Source: an optimization exercise on an open RTL-to-GDS flow (aim: small area). Production flows keep margins and buffers that such runs may drop. The RTL was checked by simulation tests, not by an equivalence proof against the original design. Power and IR drop assume default switching activity.

==> config.mk <==
export PLATFORM = sky130hd
export DESIGN_NAME = recorder
export DESIGN_NICKNAME = recorder
export VERILOG_FILES = /design/flow/design.v
export SDC_FILE = /design/flow/constraint.sdc
export NUM_CORES = 4
export LEC_CHECK = 0
export ABC_AREA = 1
export CAP_MARGIN = 20
export CORE_MARGIN = 2
export CORE_UTILIZATION = 40
export GPL_TIMING_DRIVEN = 0
export SLEW_MARGIN = 20
==> design.v <==
module control(clk, rst, finish, value, st);
input clk;
input rst;
input [3:0] value;
input finish;
output reg [2:0] st;
reg [2:0] cur;
reg [2:0] nxt;
reg valid_val;
reg tr;
wire v  = valid_val & (value != 4'b1111);
wire k1 = value == 4'd1;
wire k2 = value == 4'd2;
wire k3 = value == 4'd3;
wire k4 = value == 4'd4;
always @(*) begin
	nxt = cur;
	tr = 1'b0;
	case (cur)
	3'd0: if (k1 && !v) begin nxt = 3'd1; tr = 1'b1; end
	3'd1: if (k1 && !v) begin nxt = 3'd3; tr = 1'b1; end
	      else if (k2 && !v) begin nxt = 3'd2; tr = 1'b1; end
	3'd2: if (k1 || k2 && !v) begin nxt = 3'd1; tr = 1'b1; end
	3'd3: if (k1 && !v) begin nxt = 3'd4; tr = 1'b1; end
	      else if (k3 || k4 && !v) begin nxt = 3'd0; tr = 1'b1; end
	3'd4: if (finish || k1 && !v) begin nxt = 3'd3; tr = 1'b1; end
	      else if (k2 && !v) begin nxt = 3'd5; tr = 1'b1; end
	      else if (k3 && !v) begin nxt = 3'd6; tr = 1'b1; end
	      else if (k4 && !v) begin nxt = 3'd7; tr = 1'b1; end
	3'd5: if (k1 || k2 && !v) begin nxt = 3'd4; tr = 1'b1; end
	default: if (k1 && !v) begin nxt = 3'd4; tr = 1'b1; end
	         else if (finish && !v) begin nxt = 3'd3; tr = 1'b1; end
	endcase
end
always @(posedge clk) begin
	if (rst) begin
		cur <= 3'd0;
		valid_val <= 1'b0;
		st <= 3'd0;
	end else begin
		cur <= nxt;
		valid_val <= v | tr;
		st <= cur;
	end
end
endmodule
module timer(clk, rst, tick, st, minute1, minute0, second1, second0, finish);
input clk;
input rst;
input tick;
input [2:0] st;
output [3:0] minute1;
output [3:0] minute0;
output [3:0] second1;
output [3:0] second0;
output reg finish;
reg [4:0] mt;
reg [3:0] mu;
reg [2:0] sd;
reg [3:0] su;
reg [15:0] last;
wire [15:0] cur = {mt, mu, sd, su};
assign minute1 = mt[3:0];
assign minute0 = mu;
assign second1 = {1'b0, sd};
assign second0 = su;
wire s0 = st == 3'd0;
wire s1 = st == 3'd1;
wire s3 = st == 3'd3;
wire s7 = st == 3'd7;
wire s46 = st[2] & ~st[0];
wire up = st[0];
wire su_e = up ? (su[3] & su[0]) : (su == 4'd0);
wire sd_e = up ? (sd[2] & sd[0]) : (sd == 3'd0);
wire mu_e = up ? (mu[3] & mu[0]) : (mu == 4'd0);
wire zero = (cur == 16'd0);
wire same = (cur == last);
wire top = mt[4] & mt[3] & mt[0] & mu[2] & mu[0] & sd[2] & sd[0] & su[3] & su[0];
wire [3:0] tsu, tmu;
wire [2:0] tsd;
wire [4:0] tmt;
assign tsu[0] = 1'b1;
assign tsu[1] = up ? (su[0] & ~su[3]) : (~su[0] & (su[1] | su[2] | su[3]));
assign tsu[2] = up ? (su[0] & su[1]) : (~su[0] & ~su[1] & (su[2] | su[3]));
assign tsu[3] = up ? (su[0] & (su[1] & su[2] | su[3])) : (~su[0] & ~su[1] & ~su[2]);
assign tsd[0] = 1'b1;
assign tsd[1] = up ? (sd[0] & ~sd[2]) : (~sd[0] & (sd[1] | sd[2]));
assign tsd[2] = up ? sd[0] & (sd[1] | sd[2]) : (~sd[0] & ~sd[1]);
assign tmu[0] = 1'b1;
assign tmu[1] = up ? (mu[0] & ~mu[3]) : (~mu[0] & (mu[1] | mu[2] | mu[3]));
assign tmu[2] = up ? (mu[0] & mu[1]) : (~mu[0] & ~mu[1] & (mu[2] | mu[3]));
assign tmu[3] = up ? (mu[0] & (mu[1] & mu[2] | mu[3])) : (~mu[0] & ~mu[1] & ~mu[2]);
assign tmt[0] = 1'b1;
assign tmt[1] = up ? mt[0] : ~mt[0];
assign tmt[2] = up ? &mt[1:0] : ~|mt[1:0];
assign tmt[3] = up ? &mt[2:0] : ~|mt[2:0];
assign tmt[4] = up ? &mt[3:0] : ~|mt[3:0];
wire act = tick & ~finish;
wire cnt = act & (s1 | s7 & ~same | s46 & ~zero);
wire ld = tick & (s3 | ~finish & s46 & zero);
wire clr = rst | tick & s0 | cnt & up & top;
wire rec = act & s1;
wire e1 = cnt & su_e;
wire e2 = e1 & sd_e;
wire e3 = e2 & mu_e;
wire [15:0] tg = {{5{e3}} & tmt, {4{e2}} & tmu, {3{e1}} & tsd, {4{cnt}} & tsu};
wire [15:0] nxt = clr ? 16'd0 : ld ? last : cur ^ tg;
always @(posedge clk) begin
	{mt, mu, sd, su} <= nxt;
	if (clr | rec)
		last <= nxt;
	if (rst | tick & s0)
		finish <= 1'b0;
	else if (tick)
		finish <= (st == 3'd1 | st[2] & (st[1] | ~st[0])) &
		          (finish | s7 & same | s46 & zero);
end
endmodule
module recorder(clk, rst, key, tick, state, led, able, direc, clea, to_fin,
                twice_play, finish, minute1, minute0, second1, second0);
input clk;
input rst;
input [3:0] key;
input tick;
output [2:0] state;
output reg [5:0] led;
output able;
output direc;
output clea;
output to_fin;
output twice_play;
output finish;
output [3:0] minute1;
output [3:0] minute0;
output [3:0] second1;
output [3:0] second0;
wire [2:0] st;
control u_control(.clk(clk), .rst(rst), .finish(finish), .value(key), .st(st));
timer u_timer(.clk(clk), .rst(rst), .tick(tick), .st(st),
              .minute1(minute1), .minute0(minute0), .second1(second1),
              .second0(second0), .finish(finish));
assign state = st;
assign able = (st == 3'd1) | st[2] & (st[1] | ~st[0]);
assign direc = st[2] & ~(st[1] & st[0]);
assign clea = st == 3'd0;
assign to_fin = st == 3'd3;
assign twice_play = st[2] & st[1];
always @(*) begin
	case (st)
	3'd0: led = 6'b000001;
	3'd1: led = 6'b000010;
	3'd2: led = 6'b000100;
	3'd3: led = 6'b001000;
	3'd4: led = 6'b010000;
	3'd5: led = 6'b100000;
	3'd6: led = 6'b110000;
	default: led = 6'b111000;
	endcase
end
endmodule
==> standard.sh <==
#!/bin/bash
# synth_recipe.tcl (not shown) runs the flow's synth.tcl, then flattens the netlist and writes it again
# the make line also repeats each setting of config.mk as NAME=value (left out here)
make -C /OpenROAD-flow-scripts/flow DESIGN_CONFIG=/design/flow/config.mk WORK_HOME=/design/flow/orfs CLKGATE_MAP_FILE= SYNTH_SCRIPT=/design/flow/synth_recipe.tcl "${@:-finish}"
==> constraint.sdc <==
create_clock -name core_clock -period 12.0 [get_ports {clk}]
set_input_delay 2.4000 -clock core_clock [delete_from_list [all_inputs] [get_ports {clk}]]
set_output_delay 2.4000 -clock core_clock [all_outputs]
set_load 0.01 [all_outputs]
==> flow/run.sh <==
#!/bin/bash
# Standard ORFS layout, with the port buffers made with the smallest buffer
# and a clock tree without dummy loads. Each tool's output is logged here.
set -euo pipefail
export BUFFER_PORTS_ARGS="-buffer_cell sky130_fd_sc_hd__buf_1"
export CTS_ARGS="-sink_clustering_enable -repair_clock_nets -dont_use_dummy_load -buf_list {sky130_fd_sc_hd__clkbuf_2 sky130_fd_sc_hd__clkbuf_4 sky130_fd_sc_hd__clkbuf_8}"
bash standard.sh > standard_flow.log 2>&1
cp -r orfs/logs orfs_logs || true
==> results of run 1 <==
## where the power goes
group	internal, mW	switching, mW	leakage, nW
sequential	0.160	0.0139	0.371
clock	0.0375	0.0426	0.0359
combinational	0.0544	0.107	1.13
## state kept, by name, summed over array words and instances (netlist names)
register / count
u_timer.sd: 3
u_timer.last: 16
u_timer.mt: 5
u_control.st: 3
u_control.valid_val: 1
u_timer.su: 4
u_timer.finish: 1
u_control.cur: 3
u_timer.mu: 4
## per-layer routing
layer | GRT usage (%) | vias to the layer above
met5 | 0 | -
met4 | 5.096 | 0
met3 | 3.265 | 5
met2 | 31.44 | 72
met1 | 26.18 | 1241
li1 | - | 1434
## worst min-delay path, stage by stage (launching register included)
cell and delay (ns):
dfxtp_1 0.35, nand2_1 0.08, a21oi_1 0.05
## metrics by stage
stage          instances  area [um^2]
2_1_floorplan        425         2848
3_3_place_gp         557         3103
3_5_place_dp         558         3122
4_1_cts              563         3191
5_1_grt              563         3191
6_report             563         3191
## area by class of cell
| cell class | count | area, um^2 | area share, % |
|---|---|---|---|
| plain buffers | 24 | 176.4 | 5.529 |
| well taps | 96 | 120.1 | 3.765 |
| multi-input cells | 285 | 1426 | 44.71 |
| repair buffers | 37 | 150.1 | 4.706 |
| inverters | 76 | 287.8 | 9.020 |
| clock buffers | 5 | 68.82 | 2.157 |
| flip-flops and latches | 40 | 960.9 | 30.12 |
## cells by family (layout without fill, tap and decap cells)
| kind of cell | after synthesis | in the layout | share of synthesized area, % |
|---|---|---|---|
| DFF | 40 | 40 | 33.74 |
| other | 1 | 1 | 0.1317 |
| buffers and inverters | 100 | 142 | 16.30 |
| AOI/OAI and AO/OA | 67 | 67 | 15.07 |
| xor gates and xnor gates | 4 | 4 | 1.230 |
| adders and majority gates | 3 | 3 | 1.318 |
| and+or+nand+nor | 210 | 210 | 32.21 |
## cells in the mapped netlist, types with 3 or more instances
| master | n |
|---|---|
| a21oi_1 | 15 |
| nand4_1 | 11 |
| o21ai_0 | 20 |
| nor2_1 | 43 |
| o31ai_1 | 3 |
| xor2_1 | 4 |
| inv_2 | 5 |
| nor3_1 | 4 |
| buf_4 | 18 |
| buf_2 | 3 |
| nand2_1 | 110 |
| edfxtp_1 | 16 |
| dfxtp_1 | 24 |
| ha_1 | 3 |
| o22ai_1 | 4 |
| nand3_1 | 32 |
| o211ai_1 | 4 |
| inv_1 | 69 |
| a21oi_2 | 11 |
## path summary, 6_finish.rpt
check	endpoint	depth (start not counted)	start
worst min-delay path	u_control.cur[2]	2	u_control.cur[2]
worst max register to register	u_timer.last[2]	14	u_control.st[0]
worst min register to register	u_control.cur[2]	2	u_control.cur[2]
worst max-delay path	led[4]	9	u_control.st[0]
==> flow_summary.ini, run 1 <==
[run_status]
status = complete, no violations

[clock_tree]
cts_hold_buf = 0
cts-resized-gates = 0
htree_levels = 2
postCtsSetupBuffers = 0
clkTransAtPathRegs_ns = 0.07
cts_num_sinks = 40
root_buffer = clkbuf_8
cts_tree = yes
clockBufferDepth = 2
clk_latency_ns = 0.29
cts_made_buffers = 5

[timing]
setup_tns_ns = 0
finalCriticalPeriod_ns = 4.995
rsz0062_at_grt = false
hold_viol_final = 0
whs_ns = 0.5203
finClkSkew_ns = 0.006971
finalCritPeriodShare_pct = 41.63
maxSlewHeadroom_pct = 54.73
drv_slew = 0
setup_slack_ns = 7.005
worst-slew-pin-transition_ns = 0.6738
setup_viol = 0
max_freq_mhz = 200.2

[synth]
ys_seq_area_share_pct = 33.74
syn_inst = 425
ys_types = 37
synth_largest_area_cell = dfxtp_1
ys_ff_latch = 40
netlist.area_leader.share_pct = 16.87
synth_area_um2 = 2848
synth-main-ff-cell = dfxtp_1
synthTopCellsByArea = dfxtp_1, edfxtp_1, nand2_1, inv_1, nor2_1
yosysWarnings = 3
synthArstFlopShare_pct = 0
synth_edf_count = 16
syn_avg_cell_area_um2 = 6.701

[routing]
drt_iter0_drc = 162
wl_met2_um = 3240
vias_per_cell = 4.888
wl_met1_um = 3389
drt-pass1-iter-count = 5
highest_layer = met4
final_antenna_net_count = 0
drcViolationCount = 0
wl_per_cell_um = 12.41
vias = 2752
dr_wl_met3_um = 303
routed_wl_um = 6989

[setup_path]
critPathArrivalTime_ns = 2.60
r2r_slack_ns = 8.86
start_kind = flip-flop
crit_fanout = 10
crit_slowest_cell = clkbuf_1
crit_chain = buf_2 -> clkinv_1 -> clkbuf_1 -> nor2_1 -> ha_1 -> inv_1 -> o211ai_1 -> o21ai_0 -> buf_1
cp_top_family = buffers and inverters
crit_path_max_incr_delay_ns = 0.35
endpoint_kind = primary output
path_buf_inv = 5
required_ns = 9.60
setup.worst_path.class = reg2out

[finish]
final_cell_mix = nand2_1, inv_1, nor2_1
final_util_pct = 46.70
syn2layout_area_growth_pct = 12.04
antenna_cells = 0
drive_above_1_share_pct = 12.21
num-fill-cells = 746
final_common_cell = nand2_1
fin_nets = 479

[floorplan]
num_io_pins = 38
fp-row-count = 30
die_y_um = 88.38
dieArea_um2 = 7810
die_w_um = 88.38
core_area_um2 = 6832
initial_core_util_pct = 41.68

[power]
cellPowerDensity_nw_per_um2 = 130.2
peakVddDrop_v = 0.00005346
power_mw = 0.4156
power.leakage_nw = 1.538

[global_route]
grtUsageTotal_pct = 19.16
grt_overflow = 0
grt_pass1_wl_um = 11810
grt_pass1_vias = 2592
grt_max_degree = 12
antenna_found_initial = 0

[placed_design]
place_congestion = 0.9190
dp_hpwl_um = 5332
portBuffers = 36
dp_slack_ns = 7.353

[min_path]
hold_class = reg2reg

[job]
maxCapViolCount = 0
==> inputs of run 2 (changes only) <==
==> run.sh (new file) <==
#!/bin/bash
# synth_recipe.tcl (not shown) runs the flow's synth.tcl, then flattens the netlist and writes it again
# the make line also repeats each setting of config.mk as NAME=value (left out here)
make -C /OpenROAD-flow-scripts/flow DESIGN_CONFIG=/design/flow/config.mk WORK_HOME=/design/flow/orfs CLKGATE_MAP_FILE= SYNTH_SCRIPT=/design/flow/synth_recipe.tcl finish
removed: flow/run.sh
removed: standard.sh
==> flow_summary.ini, run 2 <==
[finish]
syn2layout_area_growth_pct = 21.09
fin_nets = 479
regMostFlops = u_timer.last
antenna_cells = 0
final_cell_mix = nand2_1, inv_1, nor2_1
largest_register_ffs = 16
fin_area_um2 = 3448
drive_above_1_share_pct = 12.77
final_common_cell = nand2_1
num-fill-cells = 709

[routing]
vias_per_cell = 4.915
routed_wl_um = 7229
drcViolationCount = 0
wl_per_cell_um = 12.77
drt-pass1-iter-count = 4
drt_iter0_drc = 94
final_antenna_net_count = 0
vias = 2782

[clock_tree]
htree_levels = 2
cts-resized-gates = 0
cts_num_sinks = 40
cts_hold_buf = 0
cts_tree = yes
clk_latency_ns = 0.30
root_buffer = clkbuf_8
clkTransAtPathRegs_ns = 0.08
cts_made_buffers = 5
postCtsSetupBuffers = 0
clockBufferDepth = 2

[synth]
ys_seq_area_share_pct = 33.74
synth_common_cells = nand2_1, inv_1, nor2_1
synthArstFlopShare_pct = 0
synth_largest_area_cell = dfxtp_1
yosysWarnings = 3
synth-main-ff-cell = dfxtp_1
syn_inst = 425
synth_edf_count = 16
ys_types = 37
synth_area_um2 = 2848
ys_ff_latch = 40
synthTopCellsByArea = dfxtp_1, edfxtp_1, nand2_1, inv_1, nor2_1
syn_avg_cell_area_um2 = 6.701
yosysMostFrequentCell = nand2_1
netlist.area_leader.share_pct = 16.87

[placed_design]
dp_slack_ns = 7.046
place_congestion = 0.9102
portBuffers = 36
dp_hpwl_um = 5508
dpl_cell_area_um2 = 3343

[timing]
worst-slew-pin-transition_ns = 0.6002
finalCriticalPeriod_ns = 5.302
rsz0062_at_grt = false
finClkSkew_ns = 0.006888
hold_viol_final = 0
max_freq_mhz = 188.6
whs_ns = 0.5187
setup_viol = 0
drv_slew = 0
setup_slack_ns = 6.698
setup_tns_ns = 0
finalCritPeriodShare_pct = 44.18
maxSlewHeadroom_pct = 59.68

[global_route]
antenna_found_initial = 0
grt_pass1_wl_um = 12060
use_met2_pct = 33.56
grtUsageTotal_pct = 19.74
grt_util_met1_pct = 25.14
grt_overflow = 0
grt_pass1_vias = 2640
grt_max_degree = 14
globalRoute.busiestLayer = met2
global_route.usage.met3_pct = 3.638

[setup_path]
crit_chain = buf_2 -> clkinv_1 -> clkbuf_1 -> nor2_1 -> ha_1 -> inv_1 -> o211ai_1 -> o21ai_0 -> clkdlybuf4s50_1
crit_path_max_incr_delay_ns = 0.49
crit_fanout = 10
start_kind = flip-flop
setup.worst_path.class = reg2out
crit_slowest_cell = clkdlybuf4s50_1
endpoint_kind = primary output
critPathArrivalTime_ns = 2.90
required_ns = 9.60

[floorplan]
die_y_um = 88.38
core_area_um2 = 6832
fp-row-count = 30
initial_core_util_pct = 41.68
num_io_pins = 38
die_w_um = 88.38
dieArea_um2 = 7810

[power]
cellPowerDensity_nw_per_um2 = 132.1
power.leakage_nw = 1.643
peakVddDrop_v = 0.00006930

[min_path]
hold_class = reg2reg

[job]
maxCapViolCount = 0

[run_status]
status = complete, no violations
-- run 2: changes by cell type in the layout (fill, tap and decap cells not counted) --
cell / delta
buf_1: -36
buf_6: +1
buf_8: -1
clkbuf_16: +1
clkdlybuf4s50_1: +36
clkinv_2: +1
inv_4: +1
-- run 2: worst max-delay path: cells and delay by family, from the launching register on --
| kind | cells | cell delay (ns) |
|---|---|---|
| AND/OR/NAND/NOR | 1 | 0.31 |
| AO/OA/AOI/OAI | 2 | 0.26 |
| flip-flops | 1 | 0.33 |
| adder cells (fa/ha/maj) | 1 | 0.25 |
| buffers and inverters | 5 | 1.44 |
-- run 2: logic make-up after synthesis --
group / after synthesis / synth area share, %
AOI/OAI and AO/OA: 67 / 15.07
DFF: 40 / 33.74
buffers and inverters: 100 / 16.30
xor gates and xnor gates: 4 / 1.230
other: 1 / 0.1317
and+or+nand+nor: 210 / 32.21
adders and majority gates: 3 / 1.318
-- run 2: final timing paths --
kind,cells past startpoint,to,slack (ns),startpoint
worst min-delay path,2,u_control.st[2],0.52,u_control.cur[2]
worst min register to register,2,u_control.st[2],0.52,u_control.cur[2]
worst max register to register,14,u_timer.last[15],8.87,u_control.st[0]
worst max-delay path,9,led[4],6.70,u_control.st[0]
-- run 2: power breakdown --
| group | internal (mW) | total, mW | switching (mW) | leakage (nW) |
|---|---|---|---|---|
| Combinational | 0.0697 | 0.177 | 0.107 | 1.22 |
| Clock | 0.0534 | 0.104 | 0.0511 | 0.0566 |
| Sequential | 0.160 | 0.174 | 0.0140 | 0.371 |
| Total | 0.283 | 0.456 | 0.172 | 1.64 |
-- run 2: area by class of cell --
type / count / area (um^2) / share of cell area (%)
clock inverter: 2 / 11.26 / 0.3266
inverter: 76 / 287.8 / 8.345
tap: 96 / 120.1 / 3.483
timing repair buffer: 37 / 371.6 / 10.78
multi-input combinational: 285 / 1426 / 41.36
sequential: 40 / 960.9 / 27.87
clock buffer: 6 / 93.84 / 2.721
buffer: 24 / 176.4 / 5.116
-- run 2: per-stage QoR --
step	instances	power, mW	utilization, %
finish	566	0.4557	50.48
detailed placement	558	0.3526	48.94
CTS	566	0.4570	50.48
global route	566	0.4867	50.48
global placement	557	0.3506	48.72
floorplan	425	0.2934	-
-- run 2: layer usage --
metal	vias up	wire (um)
met4	0	138
met3	12	362
met5	-	0
met2	87	3309
li1	1438	-
met1	1245	3419
==> inputs of run 3 (changes only) <==
==> flow/run.sh (new file) <==
#!/bin/bash
# Standard ORFS synthesis; its combinational logic re-mapped for area (the
# registers are kept); then the standard layout, with the port buffers made
# with the smallest buffer and a clock tree without dummy loads.
# Each tool's output is logged in this folder.
set -euo pipefail
W=$(pwd)
R=$W/orfs/results/$FLOW_PLATFORM/recorder/base
export BUFFER_PORTS_ARGS="-buffer_cell sky130_fd_sc_hd__buf_1"
export CTS_ARGS="-sink_clustering_enable -repair_clock_nets -dont_use_dummy_load -sink_clustering_size 50 -sink_clustering_max_diameter 400 -buf_list {sky130_fd_sc_hd__clkbuf_2 sky130_fd_sc_hd__clkbuf_4 sky130_fd_sc_hd__clkbuf_8}"
bash standard.sh synth > synth.log 2>&1
cp $R/1_2_yosys.v $W/standard_synth.v
export LIB=$FLOW_HOME/platforms/$FLOW_PLATFORM/lib/sky130_fd_sc_hd__tt_025C_1v80.lib
export NETLIST=$W/standard_synth.v
export TOP=$FLOW_TOP
export ABC_SCRIPT=$W/flow/remap.abc
export OUT=$W/remapped.v
export STAT=$W/remap_stat.txt
export DONT_USE="$(sed -n '/^export DONT_USE_CELLS/,/^$/p' $FLOW_HOME/platforms/$FLOW_PLATFORM/config.mk | tr -d '\\' | tr ' ' '\n' | grep sky130 | tr '\n' ' ')"
yosys -c $W/flow/remap.tcl > remap.log 2>&1
cp $OUT $R/1_2_yosys.v
rm -f $R/1_synth.odb
bash standard.sh synth > synth_odb.log 2>&1
bash standard.sh > layout.log 2>&1
cp -r orfs/logs orfs_logs || true
==> flow/remap.abc (new file) <==
strash
balance; rewrite; refactor; balance; rewrite; rewrite -z; balance; refactor -z; rewrite -z; balance
balance -l; resub -K 6 -l; rewrite -l; resub -K 6 -N 2 -l; refactor -l; resub -K 8 -l; balance -l; resub -K 8 -N 2 -l; rewrite -l; resub -K 10 -l; rewrite -z -l; resub -K 10 -N 2 -l; balance -l; resub -K 12 -l; refactor -z -l; resub -K 12 -N 2 -l; rewrite -z -l; balance -l
dch -f
amap
mfs2 -a
strash
dch -f
amap
==> flow/remap.tcl (new file) <==
# Re-map the combinational logic of the standard synthesis netlist for area.
# Registers (every *df* cell) are kept as they are, with their names.
yosys -import
set lib $::env(LIB)
set net $::env(NETLIST)
read_liberty -ignore_miss_func $lib
read_verilog $net
hierarchy -top $::env(TOP)
setattr -mod -set keep_hierarchy 1 sky130_fd_sc_hd__*df*
flatten
opt_clean -purge
set du {}
foreach c $::env(DONT_USE) { lappend du -dont_use $c }
abc -script $::env(ABC_SCRIPT) -liberty $lib {*}$du -D 12000
opt_clean -purge
hilomap -singleton -hicell sky130_fd_sc_hd__conb_1 HI -locell sky130_fd_sc_hd__conb_1 LO
insbuf -buf sky130_fd_sc_hd__buf_1 A X
opt_clean -purge
yosys tee -q -o $::env(STAT) stat -liberty $lib
yosys select $::env(TOP)
write_verilog -noattr -noexpr -nohex -nodec -selected $::env(OUT)
==> standard.sh (new file) <==
#!/bin/bash
# synth_recipe.tcl (not shown) runs the flow's synth.tcl, then flattens the netlist and writes it again
# the make line also repeats each setting of config.mk as NAME=value (left out here)
make -C /OpenROAD-flow-scripts/flow DESIGN_CONFIG=/design/flow/config.mk WORK_HOME=/design/flow/orfs CLKGATE_MAP_FILE= SYNTH_SCRIPT=/design/flow/synth_recipe.tcl "${@:-finish}"
removed: run.sh
==> flow_summary.ini, run 3 <==
[finish]
largest_register_ffs = 16
final_common_cell = buf_1
final_cell_mix = buf_1, nor2_1, clkinv_1
syn2layout_area_growth_pct = 14.13
antenna_cells = 0
fin_nets = 349
regMostFlops = u_timer.last
drive_above_1_share_pct = 2.059

[clock_tree]
htree_levels = 2
root_buffer = clkbuf_8
cts_num_sinks = 40
postCtsSetupBuffers = 0
clk_latency_ns = 0.29
cts-resized-gates = 0
cts_tree = yes
clockBufferDepth = 2
cts_hold_buf = 0
clkTransAtPathRegs_ns = 0.06
cts_made_buffers = 5

[setup_path]
timing.rr.start = u_control.st[0]
required_ns = 12.12
crit_end = u_timer.last[15]
worstRegToRegCells = 17
critPathArrivalTime_ns = 5.40
endpoint_kind = flip-flop
r2r_end = u_timer.last[15]
r2r_slack_ns = 7.36
start_kind = input port
startpoint = tick
crit_fanout = 5
setup.worst_path.class = in2reg

[synth]
syn_avg_cell_area_um2 = 7.520
syn_inst = 298
synth_area_um2 = 2241
yosysWarnings = 3

[global_route]
grt_max_degree = 17
grtUsageTotal_pct = 19.36
grt_pass1_wl_um = 9549
antenna_found_initial = 0
grt_overflow = 0
grt_pass1_vias = 2047

[floorplan]
num_io_pins = 38
core_area_um2 = 5473
initial_core_util_pct = 40.95
fp-row-count = 27
die_w_um = 78.85
die_y_um = 78.85
dieArea_um2 = 6217

[power]
p_seq_share_pct = 52.1
p_int_mw = 0.2315
cellPowerDensity_nw_per_um2 = 135.4
switching_share_pct = 33.14
power.switching_mw = 0.1147
peakVddDrop_v = 0.00007439
pwr-share-comb_pct = 24.8
clockPowerShare_pct = 23.2
power.leakage_nw = 0.8307

[placed_design]
dp_hpwl_um = 4303
dp_slack_ns = 6.453
place_congestion = 0.8450
portBuffers = 36

[timing]
hold_viol_final = 0
rsz0062_at_grt = false
max_freq_mhz = 189.2
finClkSkew_ns = 0.009624
setup_slack_ns = 6.715
worst-slew-pin-transition_ns = 1.077
finalCritPeriodShare_pct = 44.04
setup_viol = 0
finalCriticalPeriod_ns = 5.285
setup_tns_ns = 0
drv_slew = 0
maxSlewHeadroom_pct = 27.83

[routing]
wl_per_cell_um = 13.77
vias_per_cell = 5.318
drt_iter0_drc = 68
routed_wl_um = 5674
final_antenna_net_count = 0
drcViolationCount = 0
vias = 2191
drt-pass1-iter-count = 4

[job]
maxCapViolCount = 0

[run_status]
status = complete, no violations

[min_path]
hold_class = reg2reg
[run 3: how the worst min path moves through the flow]
stage / cells after the start / from / slack, ns / to
6_report: 2 / u_timer.mt[4] / 0.52 / u_timer.mt[4]
5_1_grt: 2 / u_timer.mt[4] / 0.56 / u_timer.mt[4]
4_1_cts: 2 / u_timer.mt[4] / 0.52 / u_timer.mt[4]
3_5_place_dp: 2 / u_timer.mt[4] / 0.52 / u_timer.mt[4]
3_3_place_gp: 2 / u_timer.mt[4] / 0.50 / u_timer.mt[4]
2_1_floorplan: 2 / u_timer.mt[4] / 0.48 / u_timer.mt[4]
[run 3: per-stage QoR]
stage | area, um^2 | utilization, % | power (mW) | hold WS (ns) | cells
2_1_floorplan | 2241 | - | 0.2409 | 0.4757 | 298
3_3_place_gp | 2466 | 45.06 | 0.2670 | 0.5041 | 406
3_5_place_dp | 2489 | 45.47 | 0.2686 | 0.5151 | 407
4_1_cts | 2557 | 46.73 | 0.3485 | 0.5225 | 412
5_1_grt | 2557 | 46.73 | 0.3685 | 0.5554 | 412
6_report | 2557 | 46.73 | 0.3462 | 0.5221 | 412
[run 3: worst max-delay path, cell delays in order]
cell      delay (ns)
buf_1           0.19
clkinv_1        0.14
nor3_1          0.35
clkinv_1        0.23
nor2_1          0.21
nand2_1         0.12
clkinv_1        0.11
o21ai_0         0.13
nor2_1          0.25
o21ai_0         0.22
nor2_1          0.28
o221ai_1        0.20
clkinv_1        0.09
o21ai_0         0.09
or2_0           0.21
a31oi_1         0.20
[run 3: final cells by class]
cell class,count,area (um^2)
Fill cell,582,2915
Multi-Input combinational cell,201,1074
Sequential cell,40,960.9
Timing Repair Buffer,37,150.1
Inverter,37,138.9
Tap cell,72,90.09
Buffer,20,75.07
Clock buffer,5,68.82
[run 3: layer usage]
| layer | track usage, % | up-vias | part of all wire [%] |
|---|---|---|---|
| met3 | 3.636 | 9 | 3.4 |
| met1 | 26.56 | 988 | 50 |
| met4 | 5.862 | 0 | 1.3 |
| li1 | - | 1145 | - |
| met5 | 0 | - | 0 |
| met2 | 31.11 | 49 | 46 |
[run 3: power groups by stage]
stage / combinational (mW) / sequential [mW] / clock [mW]
2_1_floorplan: 0.0647 / 0.176 / 0
5_1_grt: 0.0978 / 0.183 / 0.0879
3_3_place_gp: 0.0844 / 0.183 / 0
3_5_place_dp: 0.0858 / 0.183 / 0
6_report: 0.0857 / 0.180 / 0.0802
4_1_cts: 0.0862 / 0.180 / 0.0825
==> inputs of run 4 (changes only) <==
--- a/flow/run.sh
+++ b/flow/run.sh
@@ -9,3 +9,4 @@
 export BUFFER_PORTS_ARGS="-buffer_cell sky130_fd_sc_hd__buf_1"
-export CTS_ARGS="-sink_clustering_enable -repair_clock_nets -dont_use_dummy_load -sink_clustering_size 50 -sink_clustering_max_diameter 400 -buf_list {sky130_fd_sc_hd__clkbuf_2 sky130_fd_sc_hd__clkbuf_4 sky130_fd_sc_hd__clkbuf_8}"
+export REMOVE_ABC_BUFFERS=1
+export CTS_ARGS="-sink_clustering_enable -repair_clock_nets -dont_use_dummy_load -root_buf sky130_fd_sc_hd__clkbuf_4 -buf_list {sky130_fd_sc_hd__clkbuf_2 sky130_fd_sc_hd__clkbuf_4}"
 bash standard.sh synth > synth.log 2>&1
==> flow_summary.ini, run 4 <==
[run_status]
status = complete, no violations

[finish]
multi_input_area_um2 = 1080
syn2layout_area_growth_pct = 9.492
drive_above_1_share_pct = 2.500
final_util_pct = 44.83
largest_register_ffs = 16
final_cells = 392
final_cell_mix = nor2_1, clkinv_1, buf_1
fin_area_um2 = 2454
num-fill-cells = 584
final_common_cell = nor2_1
seqCellArea_um2 = 960.9
antenna_cells = 0
fin_nets = 329
regMostFlops = u_timer.last

[routing]
drt-pass1-iter-count = 4
highest_layer = met4
final_antenna_net_count = 0
drt_iter0_drc = 117
vias = 2153
drcViolationCount = 0
wl_met2_um = 2449
wl_per_cell_um = 14.17
wl_met1_um = 2734
vias_per_cell = 5.492
dr_wl_met3_um = 278
routed_wl_um = 5553

[synth]
syn_inst = 298
yosysWarnings = 3
synth_area_um2 = 2241
syn_avg_cell_area_um2 = 7.520

[power]
p_int_mw = 0.2119
power_mw = 0.3231
pwr-share-comb_pct = 26.2
peakVddDrop_v = 0.00007380
p_seq_share_pct = 55.5
power.leakage_nw = 0.7928
power.switching_mw = 0.1112
clockPowerShare_pct = 18.2
cellPowerDensity_nw_per_um2 = 131.7
switching_share_pct = 34.42

[setup_path]
required_ns = 12.17
endpoint_kind = flip-flop
start_kind = input port
crit_fanout = 5
setup.worst_path.class = in2reg
critPathArrivalTime_ns = 5.43

[floorplan]
core_area_um2 = 5473
initial_core_util_pct = 40.95
die_y_um = 78.85
die_w_um = 78.85
fp-row-count = 27
dieArea_um2 = 6217
num_io_pins = 38

[timing]
setup_viol = 0
setup_tns_ns = 0
drv_slew = 0
finalCritPeriodShare_pct = 43.82
setup_slack_ns = 6.742
worst-slew-pin-transition_ns = 0.7823
maxSlewHeadroom_pct = 47.72
max_freq_mhz = 190.2
rsz0062_at_grt = false
hold_viol_final = 0
finalCriticalPeriod_ns = 5.258
finClkSkew_ns = 0.01961
whs_ns = 0.5234

[global_route]
grt_overflow = 0
grt_max_degree = 17
antenna_found_initial = 0
grt_pass1_vias = 1938
grt_pass1_wl_um = 9197
grtUsageTotal_pct = 18.61

[min_path]
hold_class = reg2reg

[clock_tree]
postCtsSetupBuffers = 0
cts-resized-gates = 0
clk_latency_ns = 0.34
cts_hold_buf = 0
cts_tree = yes
root_buffer = clkbuf_4
clockBufferDepth = 2
clkTransAtPathRegs_ns = 0.10
cts_num_sinks = 40
htree_levels = 2
cts_made_buffers = 5

[placed_design]
dpl_cell_area_um2 = 2410
portBuffers = 36
dp_hpwl_um = 4197
dp_slack_ns = 6.500
place_inst = 387
place_congestion = 0.9036

[job]
maxCapViolCount = 0
==> run 4: layout make-up <==
type | instances | area share (%)
Multi-Input combinational cell | 201 | 44.01
Sequential cell | 40 | 39.16
Timing Repair Buffer | 37 | 5.966
Inverter | 37 | 5.660
Tap cell | 72 | 3.672
Clock buffer | 5 | 1.530
==> run 4: path summary, 6_finish.rpt <==
check | end | start | cells after the start | slack (ns)
min | u_timer.mt[4] | u_timer.mt[4] | 2 | 0.52
max reg2reg | u_timer.last[15] | u_control.st[0] | 17 | 7.29
min reg2reg | u_timer.mt[4] | u_timer.mt[4] | 2 | 0.52
max | u_timer.last[15] | tick | 16 | 6.74
==> run 4: worst max-delay path: stages <==
cell and delay [ns]:
buf_1 0.16, clkinv_1 0.13, nor3_1 0.38, clkinv_1 0.24, nor2_1 0.23, nand2_1 0.10
clkinv_1 0.11, o21ai_0 0.13, nor2_1 0.24, o21ai_0 0.20, nor2_1 0.28, o221ai_1 0.21
clkinv_1 0.09, o21ai_0 0.10, or2_0 0.21, a31oi_1 0.20
==> run 4: power by group through the flow <==
stage / registers, mW / logic (mW) / clock network, mW
4_1_cts: 0.179 / 0.0843 / 0.0620
2_1_floorplan: 0.178 / 0.0604 / 0
3_3_place_gp: 0.182 / 0.0830 / 0
5_1_grt: 0.182 / 0.0948 / 0.0678
3_5_place_dp: 0.182 / 0.0840 / 0
6_report: 0.179 / 0.0847 / 0.0589
==> run 4: layer usage <==
metal,vias up,GRT usage (%)
met5,-,0
met4,0,6.724
met3,11,3.750
met2,70,29.06
met1,974,25.63
li1,1098,-
==> inputs of run 5 (changes only) <==
==> flow/run.sh (replaced) <==
#!/bin/bash
# Standard ORFS synthesis; its combinational logic re-mapped for area with a
# few ABC scripts, keeping the smallest (the registers are kept as they are);
# then the standard layout, with the port buffers made with the smallest
# buffer and a clock tree of small buffers without dummy loads.
# Each tool's output is logged in this folder.
set -euo pipefail
W=$(pwd)
R=$W/orfs/results/$FLOW_PLATFORM/recorder/base
export BUFFER_PORTS_ARGS="-buffer_cell sky130_fd_sc_hd__buf_1"
export REMOVE_ABC_BUFFERS=1
export CTS_ARGS="-sink_clustering_enable -repair_clock_nets -dont_use_dummy_load -root_buf sky130_fd_sc_hd__clkbuf_4 -buf_list {sky130_fd_sc_hd__clkbuf_4}"
bash standard.sh synth > synth.log 2>&1
cp $R/1_2_yosys.v $W/standard_synth.v
export LIB=$FLOW_HOME/platforms/$FLOW_PLATFORM/lib/sky130_fd_sc_hd__tt_025C_1v80.lib
export NETLIST=$W/standard_synth.v
export TOP=$FLOW_TOP
export DONT_USE="$(sed -n '/^export DONT_USE_CELLS/,/^$/p' $FLOW_HOME/platforms/$FLOW_PLATFORM/config.mk | tr -d '\\' | tr ' ' '\n' | grep sky130 | tr '\n' ' ')"
best=""; best_area=""
for s in a b c d; do
  export ABC_SCRIPT=$W/flow/remap_$s.abc OUT=$W/remapped_$s.v STAT=$W/remap_stat_$s.txt
  if yosys -c $W/flow/remap.tcl > remap_$s.log 2>&1; then
    a=$(grep "Chip area for top module" $STAT | awk '{print $NF}')
    echo "remap $s: $a" >> remap_choice.log
    if [[ -n "$a" ]] && { [[ -z "$best_area" ]] || awk -v x="$a" -v y="$best_area" 'BEGIN{exit !(x<y)}'; }; then
      best=$s; best_area=$a
    fi
  else
    echo "remap $s: failed" >> remap_choice.log
  fi
done
echo "chosen: $best $best_area" >> remap_choice.log
if [[ -n "$best" ]]; then
  cp $W/remapped_$best.v $R/1_2_yosys.v
  rm -f $R/1_synth.odb
  bash standard.sh synth > synth_odb.log 2>&1
fi
bash standard.sh > layout.log 2>&1
cp -r orfs/logs orfs_logs || true
==> flow/remap_a.abc (new file) <==
strash
balance; rewrite; refactor; balance; rewrite; rewrite -z; balance; refactor -z; rewrite -z; balance
balance -l; resub -K 6 -l; rewrite -l; resub -K 6 -N 2 -l; refactor -l; resub -K 8 -l; balance -l; resub -K 8 -N 2 -l; rewrite -l; resub -K 10 -l; rewrite -z -l; resub -K 10 -N 2 -l; balance -l; resub -K 12 -l; refactor -z -l; resub -K 12 -N 2 -l; rewrite -z -l; balance -l
dch -f
amap
mfs2 -a
strash
dch -f
amap
==> flow/remap_b.abc (new file) <==
strash
&get -n
&deepsyn -T 20
&put
balance -l; resub -K 6 -l; rewrite -l; resub -K 6 -N 2 -l; refactor -l; resub -K 8 -l; balance -l; resub -K 8 -N 2 -l; rewrite -l; resub -K 10 -l; rewrite -z -l; resub -K 10 -N 2 -l; balance -l; resub -K 12 -l; refactor -z -l; resub -K 12 -N 2 -l; rewrite -z -l; balance -l
dch -f
amap
==> flow/remap_c.abc (new file) <==
strash
&get -n
&deepsyn -T 60
&put
dch -f
amap
==> flow/remap_d.abc (new file) <==
strash
balance -l; resub -K 6 -l; rewrite -l; resub -K 6 -N 2 -l; refactor -l; resub -K 8 -l; balance -l; resub -K 8 -N 2 -l; rewrite -l; resub -K 10 -l; rewrite -z -l; resub -K 10 -N 2 -l; balance -l; resub -K 12 -l; refactor -z -l; resub -K 12 -N 2 -l; rewrite -z -l; balance -l
balance -l; resub -K 6 -l; rewrite -l; resub -K 6 -N 2 -l; refactor -l; resub -K 8 -l; balance -l; resub -K 8 -N 2 -l; rewrite -l; resub -K 10 -l; rewrite -z -l; resub -K 10 -N 2 -l; balance -l; resub -K 12 -l; refactor -z -l; resub -K 12 -N 2 -l; rewrite -z -l; balance -l
dch -f
amap
removed: flow/remap.abc
==> flow_summary.ini, run 5 <==
[clock_tree]
cts_made_buffers = 5
cts_num_sinks = 40
root_buffer = clkbuf_4
clkTransAtPathRegs_ns = 0.09
cts_tree = yes
htree_levels = 2
cts-resized-gates = 0
postCtsSetupBuffers = 0
clk_latency_ns = 0.34
cts_hold_buf = 0
clockBufferDepth = 2

[finish]
final_common_cell = clkinv_1
regMostFlops = u_timer.last
num-fill-cells = 560
antenna_cells = 0
final_cell_mix = clkinv_1, nor2_1, buf_1
fin_nets = 317
final_util_pct = 45.70
largest_register_ffs = 16
syn2layout_area_growth_pct = 8.443
drive_above_1_share_pct = 1.623

[placed_design]
dp_slack_ns = 6.218
dp_hpwl_um = 4184
place_congestion = 0.8542
portBuffers = 36

[setup_path]
start_kind = input port
required_ns = 12.11
crit_path_frequent_cell = nor2_1
setup.worst_path.class = in2reg
endpoint_kind = flip-flop
crit_slowest_cell = nor4_1
crit_fanout = 5
crit_path_max_incr_delay_ns = 0.50
worstRegToRegCells = 19
critPathArrivalTime_ns = 5.58
crit_chain = buf_1 -> clkinv_1 -> nor4_1 -> clkinv_1 -> nor3_1 -> nand2_1 -> nor3_1 -> nand2_1 -> nor2_1 -> nand2_1 -> nor2_1 -> o21ai_0 -> a21oi_1 -> clkinv_1 -> nor2_1 -> nor2_1 -> o32ai_1

[routing]
drt-pass1-iter-count = 7
vias = 2042
routed_wl_um = 5300
wl_per_cell_um = 14.02
drt_iter0_drc = 119
final_antenna_net_count = 0
vias_per_cell = 5.402
drcViolationCount = 0

[timing]
finalCriticalPeriod_ns = 5.465
setup_tns_ns = 0
rsz0062_at_grt = false
maxSlewHeadroom_pct = 47.95
max_freq_mhz = 183.0
setup_viol = 0
finClkSkew_ns = 0.02683
finalCritPeriodShare_pct = 45.55
setup_slack_ns = 6.535
hold_viol_final = 0
worst-slew-pin-transition_ns = 0.7808
drv_slew = 0

[power]
switching_share_pct = 25.36
power.leakage_nw = 0.7631
pwr-share-comb_pct = 11.1
cellPowerDensity_nw_per_um2 = 98.75
p_int_mw = 0.1753
clockPowerShare_pct = 24.5
p_seq_share_pct = 64.3
power.switching_mw = 0.05956
peakVddDrop_v = 0.00006762
power_mw = 0.2349

[floorplan]
num_io_pins = 38
fp-row-count = 26
initial_core_util_pct = 42.14
dieArea_um2 = 6092
die_w_um = 78.05
core_area_um2 = 5205
die_y_um = 78.05

[global_route]
grt_max_degree = 17
grt_pass1_wl_um = 8901
grt_overflow = 0
antenna_found_initial = 0
grt_pass1_vias = 1832
grtUsageTotal_pct = 18.19

[min_path]
min_delay_path_depth = 2
hold_class = reg2reg

[job]
maxCapViolCount = 0

[run_status]
status = complete, no violations

[synth]
yosysWarnings = 3
synth_area_um2 = 2193
syn_avg_cell_area_um2 = 7.642
syn_inst = 287
run 5: per-layer routing:
layer / wire length [um] / track usage (%) / vias up / part of all wire, %
met3: 225 / 3.908 / 2 / 4.2
met2: 2344 / 27.67 / 42 / 44
met4: 29 / 4.211 / 0 / 0.55
met5: 0 / 0 / - / 0
met1: 2700 / 26.52 / 944 / 51
li1: - / - / 1054 / -
run 5: power groups by stage:
stage	clock [mW]	combinational [mW]	sequential [mW]
floorplan	0	0.0181	0.153
detailed placement	0	0.0261	0.154
finish	0.0576	0.0262	0.151
CTS	0.0594	0.0262	0.151
global placement	0	0.0260	0.154
global route	0.0667	0.0296	0.152
run 5: worst max-delay path: cells and delay by family:
kind                   cells  cell delay [ns]
buffers and inverters      4             0.58
AND/OR/NAND/NOR           10             1.85
AO/OA/AOI/OAI              3             0.73
run 5: area by class of cell:
type                    instances  area, um^2  share of cell area, %
well taps                      70       87.58                  3.682
multi-input cells             177       969.7                  40.77
flip-flops and latches         40       960.9                  40.40
inverters                      50       187.7                  7.891
repair buffers                 36       135.1                  5.681
clock buffers                   5       37.54                  1.578
run 5: path summary, 6_finish.rpt:
path | start | end | slack (ns)
worst min-delay path | u_control.cur[0] | u_control.st[0] | 0.52
worst max register to register | u_control.st[0] | u_timer.last[14] | 7.20
worst max-delay path | tick | u_timer.last[15] | 6.53
worst min register to register | u_control.cur[0] | u_control.st[0] | 0.52
run 5: through the flow:
stage / hold WS [ns] / area [um^2] / cells
after floorplan: 0.4595 / 2118 / 267
after global placement: 0.5075 / 2341 / 373
after detailed placement: 0.5044 / 2341 / 373
after CTS: 0.5203 / 2379 / 378
after global routing: 0.5469 / 2379 / 378
final: 0.5208 / 2379 / 378
==> inputs of run 6 (changes only) <==
--- a/config.mk
+++ b/config.mk
@@ -10,4 +10,5 @@
 export CORE_MARGIN = 2
-export CORE_UTILIZATION = 40
+export CORE_UTILIZATION = 75
 export GPL_TIMING_DRIVEN = 0
+export PLACE_DENSITY = 0.85
 export SLEW_MARGIN = 20
==> flow_summary.ini, run 6 <==
[setup_path]
path_buf_inv = 4
crit_fanout = 5
crit_path_frequent_cell = nor2_1
crit_slowest_cell = nor4_1
start_kind = input port
required_ns = 12.15
endpoint_kind = flip-flop
crit_path_max_incr_delay_ns = 0.41
setup.worst_path.class = in2reg
crit_chain = buf_1 -> clkinv_1 -> nor4_1 -> clkinv_1 -> nor3_1 -> nand2_1 -> nor3_1 -> nand2_1 -> nor2_1 -> nand2_1 -> nor2_1 -> o21ai_0 -> a21oi_1 -> clkinv_1 -> nor2_1 -> nor2_1 -> o32ai_1
cp_top_family = simple AND/OR/NAND/NOR gates
critPathArrivalTime_ns = 5.54

[timing]
finalCritPeriodShare_pct = 44.92
drv_slew = 0
rsz0062_at_grt = false
setup_viol = 0
maxSlewHeadroom_pct = 49.10
hold_viol_final = 0
setup_tns_ns = 0
max_freq_mhz = 185.5
finClkSkew_ns = 0.02079
finalCriticalPeriod_ns = 5.390
worst-slew-pin-transition_ns = 0.7636

[finish]
final_cell_mix = clkinv_1, nor2_1, buf_1
antenna_cells = 0
final_util_pct = 84.48
num-fill-cells = 185
syn2layout_area_growth_pct = 6.218
fin_nets = 317
drive_above_1_share_pct = 1.623
final_common_cell = clkinv_1
final_cells = 339
regMostFlops = u_timer.last
largest_register_ffs = 16

[floorplan]
core_area_um2 = 2758
num_io_pins = 38
initial_core_util_pct = 79.54
fp-row-count = 19
die_w_um = 58.08
die_y_um = 58.08
dieArea_um2 = 3373

[synth]
syn_inst = 287
syn_avg_cell_area_um2 = 7.642
synth_area_um2 = 2193
yosysWarnings = 3

[run_status]
status = complete, no violations

[clock_tree]
clk_latency_ns = 0.34
htree_levels = 2
cts_num_sinks = 40
cts-resized-gates = 0
postCtsSetupBuffers = 0
clockBufferDepth = 2
root_buffer = clkbuf_4
cts_hold_buf = 0
cts_tree = yes
clkTransAtPathRegs_ns = 0.10
cts_made_buffers = 5

[power]
power.leakage_nw = 0.7631
cellPowerDensity_nw_per_um2 = 100.3
power_mw = 0.2337
peakVddDrop_v = 0.0001214

[routing]
wl_per_cell_um = 15.82
routed_wl_um = 5362
drcViolationCount = 0
drt_iter0_drc = 229
final_antenna_net_count = 0
wl_met2_um = 2611
dr_wl_met3_um = 444
highest_layer = met4
drt-pass1-iter-count = 6
wl_met1_um = 2125
vias_per_cell = 6.475
vias = 2195

[placed_design]
portBuffers = 36
place_inst = 334
dp_hpwl_um = 4081
place_congestion = 0.9373

[global_route]
grtUsageTotal_pct = 34.09
grt_overflow = 0
grt_pass1_vias = 2010
grt_pass1_wl_um = 8749
grt_max_degree = 17
antenna_found_initial = 0

[min_path]
hold_class = reg2reg

[job]
maxCapViolCount = 0
-- run 6: report_power, final --
part           internal (mW)  switching (mW)  total [mW]  leakage (nW)
Combinational        0.00918          0.0176      0.0267         0.369
Sequential             0.146         0.00454       0.151         0.371
Clock                 0.0196          0.0364      0.0560        0.0230
Total                  0.175          0.0585       0.234         0.763
-- run 6: cell type report --
class,instances,area (um^2),area share (%)
inverter,50,187.7,8.056
clock buffer,5,37.54,1.611
multi-input combinational,177,969.7,41.62
tap,31,38.79,1.665
timing repair buffer,36,135.1,5.800
sequential,40,960.9,41.25
-- run 6: through the flow --
| stage | area (um^2) | setup slack (ns) | hold WS [ns] |
|---|---|---|---|
| after global routing | 2330 | 6.201 | 0.5511 |
| after detailed placement | 2292 | 6.357 | 0.5155 |
| after floorplan | 2118 | 7.108 | 0.4595 |
| after CTS | 2330 | 6.701 | 0.5272 |
| final | 2330 | 6.610 | 0.5392 |
| after global placement | 2292 | 6.460 | 0.4924 |
-- run 6: path summary, 6_finish.rpt --
path         slack [ns]                to              from  cells after the start
max                6.61  u_timer.last[15]              tick                     17
min                0.54   u_control.st[0]  u_control.cur[0]                      2
max reg2reg        7.07  u_timer.last[12]   u_control.st[0]                     19
min reg2reg        0.54   u_control.st[0]  u_control.cur[0]                      2
-- run 6: worst register-to-register path, stage by stage, from the launching register on --
cell,delay (ns)
dfxtp_1,0.56
clkinv_1,0.30
nor2_1,0.29
clkinv_1,0.14
a21oi_1,0.19
o221ai_1,0.14
or4_1,0.53
nor4bb_1,0.43
nor4_1,0.13
clkinv_1,0.08
nor2_1,0.06
nand2_1,0.09
nor2_1,0.07
nand2_1,0.13
nor2_1,0.10
nand2_1,0.15
o21ai_0,0.16
nor2b_1,0.26
clkinv_1,0.46
o32ai_1,0.49
-- run 6: metal layers --
layer	GRT usage [%]	up-vias
met4	18.27	0
met3	7.366	28
met1	42.17	992
met2	55.68	135
met5	0	-
li1	-	1040
==> inputs of run 7 (changes only) <==
--- a/flow/run.sh
+++ b/flow/run.sh
@@ -2,6 +2,7 @@
 # Standard ORFS synthesis; its combinational logic re-mapped for area with a
-# few ABC scripts, keeping the smallest (the registers are kept as they are);
-# then the standard layout, with the port buffers made with the smallest
-# buffer and a clock tree of small buffers without dummy loads.
-# Each tool's output is logged in this folder.
+# few ABC scripts (the registers are kept as they are, with their names); each
+# re-mapped netlist is compared with the standard one in a random simulation
+# and the smallest that matches is kept. Then the standard layout, with the
+# port buffers made with the smallest buffer and a clock tree of small
+# buffers without dummy loads. Each tool's output is logged in this folder.
 set -euo pipefail
@@ -18,13 +19,23 @@
 export DONT_USE="$(sed -n '/^export DONT_USE_CELLS/,/^$/p' $FLOW_HOME/platforms/$FLOW_PLATFORM/config.mk | tr -d '\\' | tr ' ' '\n' | grep sky130 | tr '\n' ' ')"
+# simulation model of a netlist, with the top renamed
+simmodel() {
+  yosys -p "read_liberty -ignore_miss_func $LIB; read_verilog $1; hierarchy -top $TOP; flatten; opt_clean; rename $TOP $2; select $2; write_verilog -noattr -selected $3" > $3.log 2>&1
+}
+simmodel $W/standard_synth.v gold_net $W/sim_gold.v
 best=""; best_area=""
-for s in a b c d; do
+for s in a b c d s1 s2; do
   export ABC_SCRIPT=$W/flow/remap_$s.abc OUT=$W/remapped_$s.v STAT=$W/remap_stat_$s.txt
-  if yosys -c $W/flow/remap.tcl > remap_$s.log 2>&1; then
-    a=$(grep "Chip area for top module" $STAT | awk '{print $NF}')
-    echo "remap $s: $a" >> remap_choice.log
-    if [[ -n "$a" ]] && { [[ -z "$best_area" ]] || awk -v x="$a" -v y="$best_area" 'BEGIN{exit !(x<y)}'; }; then
-      best=$s; best_area=$a
-    fi
-  else
-    echo "remap $s: failed" >> remap_choice.log
+  if ! yosys -c $W/flow/remap.tcl > remap_$s.log 2>&1; then
+    echo "remap $s: failed" >> remap_choice.log; continue
+  fi
+  a=$(grep "Chip area for top module" $STAT | awk '{print $NF}')
+  simmodel $OUT gate_net $W/sim_gate_$s.v
+  iverilog -g2012 -o $W/eqsim_$s $W/flow/eqsim.sv $W/sim_gold.v $W/sim_gate_$s.v > eqsim_$s.log 2>&1
+  vvp -n $W/eqsim_$s >> eqsim_$s.log 2>&1 || true
+  if ! grep -q "EQSIM errors 0$" eqsim_$s.log; then
+    echo "remap $s: $a differs in simulation" >> remap_choice.log; continue
+  fi
+  echo "remap $s: $a" >> remap_choice.log
+  if [[ -n "$a" ]] && { [[ -z "$best_area" ]] || awk -v x="$a" -v y="$best_area" 'BEGIN{exit !(x<y)}'; }; then
+    best=$s; best_area=$a
   fi
==> flow/eqsim.sv (new file) <==
// Random-stimulus comparison of two netlists of recorder (gold_net, gate_net)
// from reset, every cycle.
`timescale 1ns/1ps
module eqsim;
  reg clk = 0; reg rst = 1; reg [3:0] key = 4'hf; reg tick = 0;
  wire [38:0] a, b;
  gold_net g(.clk(clk), .rst(rst), .key(key), .tick(tick),
    .state(a[38:36]), .led(a[35:30]), .able(a[29]), .direc(a[28]), .clea(a[27]),
    .to_fin(a[26]), .twice_play(a[25]), .finish(a[24]),
    .minute1(a[23:20]), .minute0(a[19:16]), .second1(a[15:12]), .second0(a[11:8]));
  gate_net d(.clk(clk), .rst(rst), .key(key), .tick(tick),
    .state(b[38:36]), .led(b[35:30]), .able(b[29]), .direc(b[28]), .clea(b[27]),
    .to_fin(b[26]), .twice_play(b[25]), .finish(b[24]),
    .minute1(b[23:20]), .minute0(b[19:16]), .second1(b[15:12]), .second0(b[11:8]));
  assign a[7:0] = 0; assign b[7:0] = 0;
  always #5 clk = ~clk;
  integer i, errors = 0, seed = 7, mode = 0, r;
  initial begin
    @(posedge clk); #1 rst = 0;
    for (i = 0; i < 150000; i = i + 1) begin
      if (i % 5000 == 0) mode = $urandom(seed) % 4;
      r = $urandom(seed);
      key = (mode == 0 || r % 3 == 0) ? (r[7] ? 4'hf : r[11:8]) : 4'hf;
      if (mode == 1 && r % 50 == 0) key = 1 + r[13:12];
      tick = (mode == 3) ? 1'b1 : r[20];
      rst = (r % 30011) == 0;
      @(negedge clk);
      if (a !== b) begin errors = errors + 1; if (errors < 5) $display("DIFF %0d %h %h", i, a, b); end
      @(posedge clk); #1;
    end
    $display("EQSIM errors %0d", errors);
    $finish;
  end
endmodule
==> flow/remap_d.abc (replaced) <==
strash
&get -n
&deepsyn -T 20
&put
balance -l; resub -K 6 -l; rewrite -l; resub -K 6 -N 2 -l; refactor -l; resub -K 8 -l; balance -l; resub -K 8 -N 2 -l; rewrite -l; resub -K 10 -l; rewrite -z -l; resub -K 10 -N 2 -l; balance -l; resub -K 12 -l; refactor -z -l; resub -K 12 -N 2 -l; rewrite -z -l; balance -l
dch -f
map -a
strash
dch -f
amap
==> flow/remap_s1.abc (new file) <==
strash
&get -n
&deepsyn -T 20 -S 1
&put
balance -l; resub -K 6 -l; rewrite -l; resub -K 6 -N 2 -l; refactor -l; resub -K 8 -l; balance -l; resub -K 8 -N 2 -l; rewrite -l; resub -K 10 -l; rewrite -z -l; resub -K 10 -N 2 -l; balance -l; resub -K 12 -l; refactor -z -l; resub -K 12 -N 2 -l; rewrite -z -l; balance -l
dch -f
amap
==> flow/remap_s2.abc (new file) <==
strash
&get -n
&deepsyn -T 20 -S 2
&put
balance -l; resub -K 6 -l; rewrite -l; resub -K 6 -N 2 -l; refactor -l; resub -K 8 -l; balance -l; resub -K 8 -N 2 -l; rewrite -l; resub -K 10 -l; rewrite -z -l; resub -K 10 -N 2 -l; balance -l; resub -K 12 -l; refactor -z -l; resub -K 12 -N 2 -l; rewrite -z -l; balance -l
dch -f
amap
--- a/config.mk
+++ b/config.mk
@@ -10,5 +10,4 @@
 export CORE_MARGIN = 2
-export CORE_UTILIZATION = 75
+export CORE_UTILIZATION = 50
 export GPL_TIMING_DRIVEN = 0
-export PLACE_DENSITY = 0.85
 export SLEW_MARGIN = 20
==> flow_summary.ini, run 7 <==
[run_status]
status = complete, no violations

[global_route]
grtUsageTotal_pct = 23.43
grt_max_degree = 17
grt_pass1_vias = 1946
grt_pass1_wl_um = 9052
grt_overflow = 0
antenna_found_initial = 0

[finish]
fin_area_um2 = 2328
final_common_cell = clkinv_1
largest_register_ffs = 16
final_util_pct = 56.98
fin_nets = 316
num-fill-cells = 422
seqCellArea_um2 = 960.9
final_cell_mix = clkinv_1, nor2_1, buf_1
final_cells = 357
syn2layout_area_growth_pct = 7.386
regMostFlops = u_timer.last
drive_above_1_share_pct = 1.629
antenna_cells = 0
multi_input_area_um2 = 922.1

[clock_tree]
clockBufferDepth = 2
cts_made_buffers = 5
cts_hold_buf = 0
cts-resized-gates = 0
clkTransAtPathRegs_ns = 0.09
cts_num_sinks = 40
root_buffer = clkbuf_4
htree_levels = 2
cts_tree = yes
clk_latency_ns = 0.35
postCtsSetupBuffers = 0

[power]
switching_share_pct = 31.28
p_int_mw = 0.1918
clockPowerShare_pct = 21.0
power.switching_mw = 0.08731
p_seq_share_pct = 58.1
cellPowerDensity_nw_per_um2 = 119.9
pwr-share-comb_pct = 20.9
power.leakage_nw = 0.7088
peakVddDrop_v = 0.00005498

[floorplan]
core_area_um2 = 4086
fp-row-count = 23
die_w_um = 69.86
dieArea_um2 = 4880
initial_core_util_pct = 53.06
die_y_um = 69.86
num_io_pins = 38

[setup_path]
start_kind = input port
required_ns = 12.03
setup.worst_path.class = in2reg
critPathArrivalTime_ns = 6.19
crit_path_frequent_cell = clkinv_1
crit_chain = buf_1 -> clkinv_1 -> nor3_1 -> o21ai_0 -> nor3_1 -> clkinv_1 -> o21ai_0 -> clkinv_1 -> nor3_1 -> clkinv_1 -> o21ai_0 -> or2_0 -> o22ai_1
crit_slowest_cell = or2_0
crit_fanout = 16
endpoint_kind = flip-flop
crit_path_max_incr_delay_ns = 0.86

[routing]
drt_iter0_drc = 221
routed_wl_um = 5568
final_antenna_net_count = 0
drt-pass1-iter-count = 4
wl_per_cell_um = 15.60
vias = 2084
drcViolationCount = 0
vias_per_cell = 5.838

[placed_design]
dp_hpwl_um = 4252
portBuffers = 36
place_inst = 352
dpl_cell_area_um2 = 2291
place_congestion = 0.8830

[timing]
finalCriticalPeriod_ns = 6.161
finalCritPeriodShare_pct = 51.34
setup_viol = 0
max_freq_mhz = 162.3
maxSlewHeadroom_pct = 28.39
worst-slew-pin-transition_ns = 1.074
finClkSkew_ns = 0.02373
whs_ns = 0.5373
rsz0062_at_grt = false
setup_tns_ns = 0
hold_viol_final = 0
drv_slew = 0

[synth]
yosysWarnings = 3
syn_avg_cell_area_um2 = 7.582
syn_inst = 286
synth_area_um2 = 2168

[min_path]
hold_class = reg2reg

[job]
maxCapViolCount = 0
-- run 7: final timing paths --
path	start	endpoint	slack [ns]	cells past startpoint
hold / removal	u_control.cur[2]	u_control.st[2]	0.54	2
setup / recovery	tick	u_timer.last[7]	5.84	13
setup reg to reg	u_control.st[0]	u_timer.last[7]	6.81	14
hold reg to reg	u_control.cur[2]	u_control.st[2]	0.54	2
-- run 7: power groups by stage --
stage	combinational [mW]	sequential [mW]	clock, mW
4_1_cts	0.0583	0.162	0.0603
6_report	0.0583	0.162	0.0585
3_3_place_gp	0.0578	0.165	0
3_5_place_dp	0.0577	0.165	0
2_1_floorplan	0.0409	0.163	0
5_1_grt	0.0654	0.164	0.0650
-- run 7: per-layer routing --
| layer | share of wire, % | GRT usage (%) | wire length [um] | up-vias |
|---|---|---|---|---|
| met3 | 4.9 | 5.628 | 273 | 7 |
| met5 | 0 | 0 | 0 | - |
| li1 | - | - | - | 1046 |
| met1 | 47 | 31.30 | 2601 | 964 |
| met4 | 1.1 | 7.692 | 64 | 0 |
| met2 | 47 | 37.35 | 2629 | 67 |
-- run 7: worst max-delay path: cells and delay by family --
kind                   cells  cell delay (ns)
AOI/OAI and AO/OA          4             1.03
buffers and inverters      5             0.83
and+or+nand+nor            4             1.93
-- run 7: layout make-up --
type                            count  area share (%)
Tap cell                           50           2.687
Multi-Input combinational cell    170           39.60
Timing Repair Buffer               36           5.803
Inverter                           56           9.027
Clock buffer                        5           1.612
Sequential cell                    40           41.27
-- run 7: per-stage QoR --
step           worst slack (ns)  power (mW)
3_3_place_gp              5.518      0.2231
5_1_grt                   5.352      0.2941
6_report                  5.839      0.2791
3_5_place_dp              5.569      0.2230
4_1_cts                   5.942      0.2807
2_1_floorplan             6.711      0.2042
==> inputs of run 8 (changes only) <==
--- a/flow/run.sh
+++ b/flow/run.sh
@@ -12,3 +12,3 @@
 export REMOVE_ABC_BUFFERS=1
-export CTS_ARGS="-sink_clustering_enable -repair_clock_nets -dont_use_dummy_load -root_buf sky130_fd_sc_hd__clkbuf_4 -buf_list {sky130_fd_sc_hd__clkbuf_4}"
+export CTS_ARGS="-sink_clustering_enable -repair_clock_nets -dont_use_dummy_load -root_buf sky130_fd_sc_hd__clkbuf_4 -buf_list {sky130_fd_sc_hd__clkbuf_8}"
 bash standard.sh synth > synth.log 2>&1
==> flow_summary.ini, run 8 <==
[routing]
routed_wl_um = 5568
drt_iter0_drc = 221
wl_per_cell_um = 15.60
drcViolationCount = 0
drt-pass1-iter-count = 4
final_antenna_net_count = 0
vias = 2084
vias_per_cell = 5.838

[setup_path]
critPathArrivalTime_ns = 6.19
endpoint_kind = flip-flop
crit_fanout = 16
crit_chain = buf_1 -> clkinv_1 -> nor3_1 -> o21ai_0 -> nor3_1 -> clkinv_1 -> o21ai_0 -> clkinv_1 -> nor3_1 -> clkinv_1 -> o21ai_0 -> or2_0 -> o22ai_1
cp_top_family = simple AND/OR/NAND/NOR gates
timing.rr.start = u_control.st[0]
worstRegToRegCells = 14
required_ns = 12.03
path_buf_inv = 5
r2r_end = u_timer.last[7]
r2r_slack_ns = 6.81
start_kind = input port
setup.worst_path.class = in2reg
crit_path_frequent_cell = clkinv_1
crit_path_max_incr_delay_ns = 0.86
crit_slowest_cell = or2_0

[floorplan]
die_y_um = 69.86
core_area_um2 = 4086
dieArea_um2 = 4880
num_io_pins = 38
initial_core_util_pct = 53.06
die_w_um = 69.86
fp-row-count = 23

[timing]
setup_viol = 0
finalCritPeriodShare_pct = 51.34
worst-slew-pin-transition_ns = 1.074
drv_slew = 0
max_freq_mhz = 162.3
setup_tns_ns = 0
maxSlewHeadroom_pct = 28.39
finalCriticalPeriod_ns = 6.161
hold_viol_final = 0
rsz0062_at_grt = false
finClkSkew_ns = 0.02373

[finish]
antenna_cells = 0
drive_above_1_share_pct = 1.629
final_cell_mix = clkinv_1, nor2_1, buf_1
syn2layout_area_growth_pct = 7.386
final_common_cell = clkinv_1
largest_register_ffs = 16
regMostFlops = u_timer.last
fin_nets = 316
num-fill-cells = 422

[global_route]
grt_pass1_vias = 1946
grt_overflow = 0
antenna_found_initial = 0
grtUsageTotal_pct = 23.43
grt_max_degree = 17
grt_pass1_wl_um = 9052

[job]
maxCapViolCount = 0

[min_path]
hold_class = reg2reg
min_delay_path_depth = 2
worstHoldEndpoint = u_control.st[2]
hp-start = u_control.cur[2]

[power]
power_mw = 0.2791
cellPowerDensity_nw_per_um2 = 119.9
power.leakage_nw = 0.7088
peakVddDrop_v = 0.00005498

[placed_design]
dp_hpwl_um = 4252
place_congestion = 0.8830
portBuffers = 36

[clock_tree]
root_buffer = clkbuf_4
clkTransAtPathRegs_ns = 0.09
postCtsSetupBuffers = 0
cts_num_sinks = 40
cts-resized-gates = 0
cts_hold_buf = 0
cts_tree = yes
htree_levels = 2
clk_latency_ns = 0.35
cts_made_buffers = 5
clockBufferDepth = 2

[run_status]
status = complete, no violations

[synth]
synth_area_um2 = 2168
syn_inst = 286
yosysWarnings = 3
syn_avg_cell_area_um2 = 7.582
run 8: final cells by class:
cell class | instances | area, um^2 | area share (%)
inverter | 56 | 210.2 | 9.027
sequential | 40 | 960.9 | 41.27
tap | 50 | 62.56 | 2.687
multi-input combinational | 170 | 922.1 | 39.60
timing repair buffer | 36 | 135.1 | 5.803
clock buffer | 5 | 37.54 | 1.612
run 8: metrics by stage:
stage | cell area (um^2) | setup WS, ns | cells | hold WS, ns | utilization, %
2_1_floorplan | 2093 | 6.711 | 266 | 0.4728 | -
3_3_place_gp | 2291 | 5.518 | 352 | 0.5196 | 56.06
3_5_place_dp | 2291 | 5.569 | 352 | 0.5268 | 56.06
4_1_cts | 2328 | 5.942 | 357 | 0.5344 | 56.98
5_1_grt | 2328 | 5.352 | 357 | 0.5623 | 56.98
6_report | 2328 | 5.839 | 357 | 0.5373 | 56.98
run 8: worst max path at each step:
stage               from                to  slack [ns]  depth (start not counted)
finish              tick   u_timer.last[7]        5.84                         13
global route        tick  u_timer.last[15]        5.35                         13
floorplan           tick   u_timer.last[2]        6.71                         12
CTS                 tick  u_timer.last[13]        5.94                         13
detailed placement  tick   u_timer.last[2]        5.57                         13
global placement    tick   u_timer.last[2]        5.52                         13
run 8: layer usage:
layer	track usage, %	wire, um	part of all wire, %
met5	0	0	0
met4	7.692	64	1.1
met3	5.628	273	4.9
met2	37.35	2629	47
met1	31.30	2601	47
run 8: where the power goes:
part,internal [mW],leakage (nW),switching (mW),total (mW)
Clock,0.0196,0.0230,0.0389,0.0585
Combinational,0.0199,0.315,0.0384,0.0583
Sequential,0.152,0.371,0.0100,0.162
run 8: worst register-to-register path, stage by stage (launching register included):
cell and delay (ns):
dfxtp_1 0.54, clkinv_1 0.35, nor3_1 0.41, nor2_1 0.16
nor3_1 0.40, o21ai_0 0.29, nor3_1 0.38, clkinv_1 0.13
o21ai_0 0.23, clkinv_1 0.15, nor3_1 0.28, clkinv_1 0.19
o21ai_0 0.27, or2_0 0.86, o22ai_1 0.25

## afterwards: timing with drivers on the ports
The results above use ideal ports. As a check the final layouts listed here were re-extracted and re-timed, cells and wires unchanged.
Step 1: set_driving_cell puts a clkbuf_16 on clk and a buf_2 on each other input, an assumption about the parent block.
Step 2 times the ports against the registers' clock, not the clock port: input delays grow and output delays shrink by t, the midpoint of the rising clock arrivals with the driver on.
Slacks: no drivers / after step 1 / after step 2; pairs: no drivers / after step 1.
run	shift t [ns]	setup WS [ns]	worst data-port slew with drivers (ns)
run 1	0.312	7.005 / 6.976 / 7.289	0.03
run 2	0.331	6.698 / 6.667 / 6.998	0.03
run 3	0.312	6.715 / 6.715 / 6.403	0.03
run 4	0.355	6.742 / 6.741 / 6.385	0.03
run 5	0.351	6.535 / 6.526 / 6.175	0.04
run 6	0.351	6.610 / 6.609 / 6.259	0.03
run 7	0.361	5.839 / 5.841 / 5.480	0.03
run 8	0.361	5.839 / 5.841 / 5.480	0.03
After both steps every run listed still meets setup and hold. For run 5, which loses most, drivers alone change the setup slack by -0.009 ns; drivers and shift together by -0.360 ns.
